This design comes from an exercise in tuning for small area, a short achievable clock period and few clock cycles on the open sky130 flow, not from production work. Where RTL was checked, it was by simulation tests only, not by an equivalence proof against the original.

oak:
==> flow/design.v (excerpt) <==
module encrpytion        
    # (parameter k = 32)(
    input clk,               
    input rst,               
    input en,                
    input [k-1:0]a,          
    input [2*k-1:0]n,        
    input [k:0]e,            
    output [k-1:0]cipher,    
    output reg ready_flag    
    );
Size: ~1,500 cells after synthesis, ~140 flip-flops, roughly 170 I/O pins.
==> flow/config.mk <==
export PLATFORM = sky130hd
export DESIGN_NAME = encrpytion
export DESIGN_NICKNAME = encrpytion
export VERILOG_FILES = /design/flow/design.v
export SDC_FILE = /design/flow/constraint.sdc
export NUM_CORES = 4
export LEC_CHECK = 0
export ABC_AREA = 1
export CAP_MARGIN = 20
export CORE_MARGIN = 2
export CORE_UTILIZATION = 55
export PLACE_DENSITY = 0.7
export SLEW_MARGIN = 20
==> flow/constraint.sdc <==
create_clock -name core_clock -period 10.0 [get_ports {clk}]
set_input_delay 2.0000 -clock core_clock [delete_from_list [all_inputs] [get_ports {clk}]]
set_output_delay 2.0000 -clock core_clock [all_outputs]
set_load 0.01 [all_outputs]
standard.sh (not shown) runs the stock make flow with config.mk's settings and CLKGATE_MAP_FILE= SYNTH_SCRIPT=/design/flow/synth_recipe.tcl, a recipe that flattens the netlist after the stock synthesis.
==> flow/flow/run.sh <==
#!/bin/bash
set -euo pipefail
export BUFFER_PORTS_ARGS="-buffer_cell sky130_fd_sc_hd__buf_1"
export SETUP_SLACK_MARGIN=6
bash standard.sh > standard.log 2>&1
For pine, these inputs were changed with respect to oak:
--- a/flow/design.v
+++ b/flow/design.v
@@ -7,33 +7,33 @@
     input [2*k-1:0]n,        
     input [k:0]e,            
     output [k-1:0]cipher,    
     output reg ready_flag    
     );
 reg  [k-1:0] R;          
 reg  [k-1:0] P;          
 reg  [k-1:0] Ni;         
-reg  [k-1:0] Y;          
-reg          clr;        
+reg          bq;         
 reg  [4:0]   cnt;        
 reg  [4:0]   idx;        
 reg          ebit;       
 reg          sq;         
 reg          run;        
+reg          clr;        
 assign cipher = R;
 reg  [4:0] idx0;
 integer i;
 always @(*) begin
     idx0 = 5'd0;
     for (i = 1; i <= k; i = i + 1)
         if (e[i]) idx0 = i - 1;
 end
 wire [k+2:0] x  = {2'b00, P, 1'b0};
-wire [k+2:0] y  = {3'b000, Y};
+wire [k+2:0] y  = {3'b000, bq ? R : {k{1'b0}}};
 wire [k+2:0] z1 = {3'b111, Ni};           
 wire [k+2:0] z2 = {2'b11, Ni, 1'b1};      
 wire [k+2:0] s1 = x ^ y ^ z1;
 wire [k+2:0] c1 = (x & y) | (x & z1) | (y & z1);
 wire [k+2:0] s2 = x ^ y ^ z2;
 wire [k+2:0] c2 = (x & y) | (x & z2) | (y & z2);
 wire [34:0] ad0_p0 = x ^ y;
 wire [34:0] ad0_g0 = x & y;
@@ -574,45 +574,53 @@
         ready_flag <= en & (ready_flag | (run & finish));
     end
 end
 always @(posedge clk)
     Ni <= ~n[k-1:0];
 function [5:0] first_bit;      
     input [2:0] top;           
     begin
-        if (top[2])      first_bit = {1'b0, 5'd30};
-        else if (top[1]) first_bit = {1'b0, 5'd29};
-        else             first_bit = {~top[0], 5'd28};
+        if (top[2])      first_bit = {1'b1, 5'd30};
+        else if (top[1]) first_bit = {1'b1, 5'd29};
+        else             first_bit = {top[0], 5'd28};
+    end
+endfunction
+function [5:0] next_bit;       
+    input [3:0] top;           
+    begin
+        if (top[3])      next_bit = {top[2], 5'd29};
+        else if (top[2]) next_bit = {top[1], 5'd28};
+        else             next_bit = {top[0], 5'd27};
     end
 endfunction
 wire [5:0] fa = first_bit(a[k-1:k-3]);
-wire [5:0] fr = first_bit(res[k-1:k-3]);
-wire       xb = sq ? R[cnt] : a[cnt];        
+wire [5:0] na = next_bit(a[k-1:k-4]);
+wire [5:0] nr = next_bit(res[k-1:k-4]);
 always @(posedge clk) begin
     ebit <= e[idx];
-    P   <= (idle | last | clr) ? {k{1'b0}} : res;
-    clr <= 1'b0;
+    P    <= (idle | clr) ? {k{1'b0}} : res;
+    clr  <= 1'b0;
     if (idle) begin
         R   <= a;
-        Y   <= a;
-        {clr, cnt} <= fa;
+        {bq, cnt} <= fa;
         idx <= idx0;
         sq  <= 1'b1;
-    end else if (run) begin
+    end else if (run & ~clr) begin
         cnt <= cnt - 5'd1;
         if (last) begin
             R <= res;
-            Y <= res;
             if (domul) begin
-                sq <= 1'b0;
-                {clr, cnt} <= fa;
+                sq  <= 1'b0;
+                clr <= ~|a[k-1:k-3];
+                {bq, cnt} <= na;
             end else begin
                 sq  <= 1'b1;
-                {clr, cnt} <= fr;
+                clr <= ~|res[k-1:k-3];
+                {bq, cnt} <= nr;
                 idx <= idx - 5'd1;
             end
         end else begin
-            Y <= xb ? R : {k{1'b0}};
+            bq <= sq ? R[cnt] : a[cnt];
         end
     end
 end
 endmodule
- Comparing number of global-route vias before repair for oak and pine, the smaller number came from pine.
- Higher global placement routability congestion among oak and pine: oak
- pine vs oak, final cell utilization of the core went up by 2.8 points.
- For pine, the critical path's slowest cell was edfxtp_1, unlike oak, where it was fa_1.
- oak leaves more setup margin than pine.
- Number of sequential cells in the layout (higher): oak
- Number of synthesized register bits ends up lower on pine.
- When the final numbers for oak and pine were put side by side, the fmax turned out to be greater in oak.
- [compare] base=oak new=pine: aggregate routed wire length decreased about 3%; footprint of the multi-input gates now smaller; non-clock buffer count went up; post-synthesis compound-gate area fraction has decreased.
- In pine the clock buffer count turned out 9 lower than in oak.
- Compared with oak, pine shows length of routed met3 wiring higher by 17%.
No run of this note included a check of the RTL's function; only the layout flow was run.

========
Setup of quartz:
encrpytion, a different RTL version from the one above (not shown whole).
Size: about 110 flip-flops, about 170 I/O pins, roughly 11000 um^2 of cells after synthesis.
Settings: LEC_CHECK=0, CAP_MARGIN=20, CORE_MARGIN=2, CORE_UTILIZATION=55, PLACE_DENSITY=0.7, SETUP_SLACK_MARGIN=5, SLEW_MARGIN=20; clock period 10.0 ns.
run.sh (not shown) runs the stock make flow with config.mk's settings and CLKGATE_MAP_FILE= SYNTH_SCRIPT=/design/flow/synth_recipe.tcl, a recipe that flattens the netlist after the stock synthesis.
Stock flow here: none of the scripts above is used.
Testbench counts of quartz, summed over its fixed seeds: cycles 6,240.
Modified inputs, violet compared to quartz
diff --git a/flow/design.v b/flow/design.v
--- a/flow/design.v
+++ b/flow/design.v
@@ -567,39 +567,38 @@
 always @(posedge clk or posedge rst) begin
     if (rst) begin
         run <= 1'b0;
         ready_flag <= 1'b0;
     end else begin
         run <= en & (idle | (run & ~finish));
         ready_flag <= en & (ready_flag | (run & finish));
     end
 end
+always @(posedge clk)
+    Ni <= ~n[k-1:0];
 always @(posedge clk) begin
     ebit <= e[idx];
+    P <= (idle | last) ? {k{1'b0}} : res;
     if (idle) begin
         R   <= a;
-        Ni  <= ~n[k-1:0];
-        P   <= {k{1'b0}};
         bq  <= a[k-1];
         cnt <= 5'd30;
         idx <= idx0;
         sq  <= 1'b1;
     end else if (run) begin
         cnt <= cnt - 5'd1;
         if (last) begin
             R <= res;
-            P <= {k{1'b0}};
             if (domul) begin
                 sq <= 1'b0;
                 bq <= a[k-1];
             end else begin
                 sq  <= 1'b1;
                 bq  <= res[k-1];
                 idx <= idx - 5'd1;
             end
         end else begin
-            P  <= res;
             bq <= sq ? R[cnt] : a[cnt];
         end
     end
 end
 endmodule
### Flow results
Post-route minimum period ends up lower on quartz.
Testbench counts of violet, summed over its fixed seeds: cycles 6,240.

========
Setup of run 1:
Another version of the RTL of encrpytion (not shown whole).
Size: about 1400 cells after synthesis, about 110 flip-flops, roughly 170 I/O pins, roughly 11000 um2 of cells after synthesis.
export LEC_CHECK = 0
export ABC_AREA = 1
export CAP_MARGIN = 20
export CORE_MARGIN = 2
export CORE_UTILIZATION = 55
export PLACE_DENSITY = 0.7
export SLEW_MARGIN = 20
create_clock -name core_clock -period 10.0 [get_ports {clk}]
standard.sh (not shown) runs the stock make flow with config.mk's settings and CLKGATE_MAP_FILE= SYNTH_SCRIPT=/design/flow/synth_recipe.tcl, a recipe that flattens the netlist after the stock synthesis.
Scripts as last shown in full above: flow/flow/run.sh
Testbench counts of run 1, summed over its fixed seeds: cycles 6,039.
Input-level comparison between run 2 and run 1:
--- a/flow/design.v
+++ b/flow/design.v
@@ -578,19 +578,20 @@
 function [5:0] first_bit;      
     input [2:0] top;           
     begin
         if (top[2])      first_bit = {1'b1, 5'd30};
         else if (top[1]) first_bit = {1'b1, 5'd29};
         else             first_bit = {top[0], 5'd28};
     end
 endfunction
 wire [5:0] fa = first_bit(a[k-1:k-3]);
-wire [5:0] fr = first_bit(res[k-1:k-3]);
+wire       fr_d = !t2[k+2] ? |t2[k-1:k-3] : !t1[k+2] ? |t1[k-1:k-3] : |t0[k-1:k-3];
+wire [5:0] fr = {fr_d, 3'b111, res[k-1], ~res[k-1] & res[k-2]};
 always @(posedge clk) begin
     ebit <= e[idx];
     P <= (idle | last) ? {k{1'b0}} : res;
     if (idle) begin
         R   <= a;
         {bq, cnt} <= fa;
         idx <= idx0;
         sq  <= 1'b1;
     end else if (run) begin
### Flow results
- Run 1 -> run 2: critical path depth increased by more than 10%
- Lower average cell area after synthesis was reported by run 1, not run 2.
- Changes observed in run 2 relative to run 1: area after synthesis has remained practically unchanged, number of multi-input combinational cells has decreased, number of failing setup endpoints in the final timing report has remained practically unchanged.
- Summary of run 2 over run 1: setup slack has decreased; per-cell via count in the routed design has remained practically unchanged; count of distinct cell types in the synthesized netlist has increased.
- Run 1 ended up with sky130_fd_sc_hd__edfxtp_1 as its cell at the slowest stage of the critical path; run 2 ended up with sky130_fd_sc_hd__fa_2.
- Run 1 vs run 2, endpoint of the worst setup timing path: R[13] vs R[29]
For run 2, only the layout was checked, not whether the RTL still works.

========
Another version of the RTL of encrpytion (not shown whole).
For scale: roughly 1700 cells after synthesis, about 110 flip-flops, ~170 I/O pins.
Settings: LEC_CHECK=0, ABC_AREA=1, CAP_MARGIN=20, CORE_MARGIN=2, CORE_UTILIZATION=55, PLACE_DENSITY=0.7, SETUP_SLACK_MARGIN=5, SLEW_MARGIN=20; clock period 10.0 ns.
==> flow/flow/run.sh <==
#!/bin/bash
# Standard ORFS layout (the standard.sh, unchanged synthesis); every
# input and output port still gets its own buffer, but a plain buf_1
# instead of the delay buffer buffer_ports picks by itself.
set -euo pipefail
export BUFFER_PORTS_ARGS="-buffer_cell sky130_fd_sc_hd__buf_1"
bash standard.sh > standard.log 2>&1
Edit:
--- a/flow/design.v
+++ b/flow/design.v
@@ -9,26 +9,33 @@
     output [k-1:0]cipher,    
     output reg ready_flag    
     );
 reg  [k-1:0] R;          
 reg  [k-1:0] P;          
 reg  [k-1:0] Ni;         
 reg          bq;         
 reg  [4:0]   cnt;        
 reg  [4:0]   idx;        
 reg          ebit;       
 reg          sq;         
 reg          run;        
-reg          srch;       
+reg          clr;        
 assign cipher = R;
+reg  [4:0] idx0;
+integer i;
+always @(*) begin
+    idx0 = 5'd0;
+    for (i = 1; i <= k; i = i + 1)
+        if (e[i]) idx0 = i - 1;
+end
 wire [k+2:0] x  = {2'b00, P, 1'b0};
 wire [k+2:0] y  = {3'b000, bq ? R : {k{1'b0}}};
 wire [k+2:0] z1 = {3'b111, Ni};           
 wire [k+2:0] z2 = {2'b11, Ni, 1'b1};      
 wire [k+2:0] s1 = x ^ y ^ z1;
 wire [k+2:0] c1 = (x & y) | (x & z1) | (y & z1);
 wire [k+2:0] s2 = x ^ y ^ z2;
 wire [k+2:0] c2 = (x & y) | (x & z2) | (y & z2);
 wire [34:0] ad0_p0 = x ^ y;
 wire [34:0] ad0_g0 = x & y;
 wire [34:0] ad0_G0 = {ad0_g0[34:1], ad0_g0[0] | (ad0_p0[0] & 1'b0)};
 wire [34:0] ad0_P0 = ad0_p0;
@@ -560,44 +567,60 @@
 wire idle   = ~run & ~ready_flag;
 always @(posedge clk or posedge rst) begin
     if (rst) begin
         run <= 1'b0;
         ready_flag <= 1'b0;
     end else begin
         run <= en & (idle | (run & ~finish));
         ready_flag <= en & (ready_flag | (run & finish));
     end
 end
 always @(posedge clk)
     Ni <= ~n[k-1:0];
+function [5:0] first_bit;      
+    input [2:0] top;           
+    begin
+        if (top[2])      first_bit = {1'b1, 5'd30};
+        else if (top[1]) first_bit = {1'b1, 5'd29};
+        else             first_bit = {top[0], 5'd28};
+    end
+endfunction
+function [5:0] next_bit;       
+    input [3:0] top;           
+    begin
+        if (top[3])      next_bit = {top[2], 5'd29};
+        else if (top[2]) next_bit = {top[1], 5'd28};
+        else             next_bit = {top[0], 5'd27};
+    end
+endfunction
+wire [5:0] fa = first_bit(a[k-1:k-3]);
+wire [5:0] na = next_bit(a[k-1:k-4]);
+wire [5:0] nr = next_bit(res[k-1:k-4]);
 always @(posedge clk) begin
     ebit <= e[idx];
-    P <= (idle | last) ? {k{1'b0}} : res;
+    P    <= (idle | clr) ? {k{1'b0}} : res;
+    clr  <= 1'b0;
     if (idle) begin
-        R    <= a;
-        bq   <= a[k-1];
-        cnt  <= 5'd30;
-        idx  <= e[k] ? 5'd31 : 5'd30;
-        srch <= ~e[k] & ~e[k-1];
-        sq   <= 1'b1;
-    end else if (run) begin
+        R   <= a;
+        {bq, cnt} <= fa;
+        idx <= idx0;
+        sq  <= 1'b1;
+    end else if (run & ~clr) begin
         cnt <= cnt - 5'd1;
-        if (srch) begin
-            idx  <= idx - 5'd1;
-            srch <= ~e[idx];
-        end
         if (last) begin
             R <= res;
             if (domul) begin
-                sq <= 1'b0;
-                bq <= a[k-1];
+                sq  <= 1'b0;
+                clr <= ~|a[k-1:k-3];
+                {bq, cnt} <= na;
             end else begin
                 sq  <= 1'b1;
-                bq  <= res[k-1];
+                clr <= ~|res[k-1:k-3];
+                {bq, cnt} <= nr;
                 idx <= idx - 5'd1;
             end
         end else begin
             bq <= sq ? R[cnt] : a[cnt];
         end
     end
 end
 endmodule
Effect: The new run finished with timing, DRC and antenna clean. Count of clock-buffer cells in the layout rises by 2. Worst setup slack degrades by 17 ps. Global-route usage falls by 1.5 points.
No functional check of the RTL was part of any run of this note.

========
encrpytion with an RTL version that a note above also has.
Size: ~1500 cells after synthesis, about 140 flip-flops, ~170 I/O pins, roughly 12000 um^2 of cells after synthesis.
export LEC_CHECK = 0
export ABC_AREA = 1
export CAP_MARGIN = 20
export CORE_MARGIN = 2
export CORE_UTILIZATION = 55
export PLACE_DENSITY = 0.7
export SETUP_SLACK_MARGIN = 5
export SLEW_MARGIN = 20
create_clock -name core_clock -period 10.0 [get_ports {clk}]
Scripts as last shown in full above: flow/flow/run.sh
The starting point produced a clean layout.
Change:
--- a/flow/design.v
+++ b/flow/design.v
@@ -8,31 +8,30 @@
     input [k:0]e,            
     output [k-1:0]cipher,    
     output reg ready_flag    
     );
 reg  [k-1:0] R;          
 reg  [k-1:0] P;          
 reg  [k-1:0] Ni;         
-reg  [k-1:0] Y;          
-reg          clr;        
+reg          bq;         
 reg  [4:0]   cnt;        
 reg  [4:0]   idx;        
 reg          ebit;       
 reg          sq;         
 reg          run;        
 assign cipher = R;
 reg  [4:0] idx0;
 integer i;
 always @(*) begin
     idx0 = 5'd0;
     for (i = 1; i <= k; i = i + 1)
         if (e[i]) idx0 = i - 1;
 end
 wire [k+2:0] x  = {2'b00, P, 1'b0};
-wire [k+2:0] y  = {3'b000, Y};
+wire [k+2:0] y  = {3'b000, bq ? R : {k{1'b0}}};
 wire [k+2:0] z1 = {3'b111, Ni};           
 wire [k+2:0] z2 = {2'b11, Ni, 1'b1};      
 wire [k+2:0] s1 = x ^ y ^ z1;
 wire [k+2:0] c1 = (x & y) | (x & z1) | (y & z1);
 wire [k+2:0] s2 = x ^ y ^ z2;
 wire [k+2:0] c2 = (x & y) | (x & z2) | (y & z2);
 wire [34:0] ad0_p0 = x ^ y;
@@ -572,47 +571,34 @@
     end else begin
         run <= en & (idle | (run & ~finish));
         ready_flag <= en & (ready_flag | (run & finish));
     end
 end
 always @(posedge clk)
     Ni <= ~n[k-1:0];
-function [5:0] first_bit;      
-    input [2:0] top;           
-    begin
-        if (top[2])      first_bit = {1'b0, 5'd30};
-        else if (top[1]) first_bit = {1'b0, 5'd29};
-        else             first_bit = {~top[0], 5'd28};
-    end
-endfunction
-wire [5:0] fa = first_bit(a[k-1:k-3]);
-wire [5:0] fr = first_bit(res[k-1:k-3]);
-wire       xb = sq ? R[cnt] : a[cnt];        
 always @(posedge clk) begin
     ebit <= e[idx];
-    P   <= (idle | last | clr) ? {k{1'b0}} : res;
-    clr <= 1'b0;
+    P <= (idle | last) ? {k{1'b0}} : res;
     if (idle) begin
         R   <= a;
-        Y   <= a;
-        {clr, cnt} <= fa;
+        bq  <= a[k-1];
+        cnt <= 5'd30;
         idx <= idx0;
         sq  <= 1'b1;
     end else if (run) begin
         cnt <= cnt - 5'd1;
         if (last) begin
             R <= res;
-            Y <= res;
             if (domul) begin
                 sq <= 1'b0;
-                {clr, cnt} <= fa;
+                bq <= a[k-1];
             end else begin
                 sq  <= 1'b1;
-                {clr, cnt} <= fr;
+                bq  <= res[k-1];
                 idx <= idx - 5'd1;
             end
         end else begin
-            Y <= xb ? R : {k{1'b0}};
+            bq <= sq ? R[cnt] : a[cnt];
         end
     end
 end
 endmodule
Effect:
- The new run completed with no timing, DRC or antenna violations
- cell count came out lower by 7.6%
- global-route usage came out higher by 0.15 points
- core utilization came out lower by 0.41 points
- clock-buffer cell count came out lower by 5
- synthesized area came out lower by 14%
- design area came out lower by 15%
Testbench counts after the change, summed over its fixed seeds: cycles 6,240.
For the first run of this note, only the layout was checked, not whether the RTL still works.

-- static timing again, ports no longer ideal --
The flow's constraints put no driver on any port. The routed layouts listed below were extracted and timed again, unchanged, in two steps.
Step 1 sets driving cells, clkbuf_16 on the clock port and buf_2 on the other inputs (assumed; they add their load-dependent delay and slew).
Step 2 moves the port delays by t, midway between the first and last clock arrival at a register: inputs arrive t later, outputs are due t later. That takes back most of the time a late clock gives input paths.
Three values: no drivers, after step 1, after step 2; two values: the first two.
| run | t (ns) | slack for setup (ns) | clock arrival spread, ns | worst register clock-pin slew, ns |
|---|---|---|---|---|
| oak | 0.472 | 6.176 / 6.176 / 5.998 | 0.010 / 0.010 | 0.07 / 0.07 |
| pine | 0.414 | 6.028 / 6.028 / 6.028 | 0.015 / 0.014 | 0.09 / 0.09 |
| quartz | 0.407 | 5.255 / 5.255 / 5.255 | 0.012 / 0.013 | 0.08 / 0.08 |
| violet | 0.408 | 5.213 / 5.213 / 5.213 | 0.010 / 0.010 | 0.08 / 0.08 |
| run 1 | 0.418 | 5.992 / 5.992 / 5.992 | 0.008 / 0.008 | 0.08 / 0.08 |
| run 2 | 0.414 | 5.860 / 5.860 / 5.860 | 0.008 / 0.007 | 0.08 / 0.08 |
| the first run of note 4 | 0.414 | 5.338 / 5.338 / 5.338 | 0.013 / 0.013 | 0.09 / 0.09 |
| the second run of note 4 | 0.415 | 5.321 / 5.321 / 5.321 | 0.013 / 0.013 | 0.08 / 0.08 |
| the first run of note 5 | 0.473 | 5.419 / 5.419 / 5.419 | 0.011 / 0.012 | 0.07 / 0.07 |
| the second run of note 5 | 0.409 | 5.295 / 5.295 / 5.295 | 0.012 / 0.012 | 0.08 / 0.08 |
After both steps every run listed still meets setup and hold. The setup slack of oak, which loses most, moves by 0.000 ns with the drivers and by -0.178 ns with both steps.
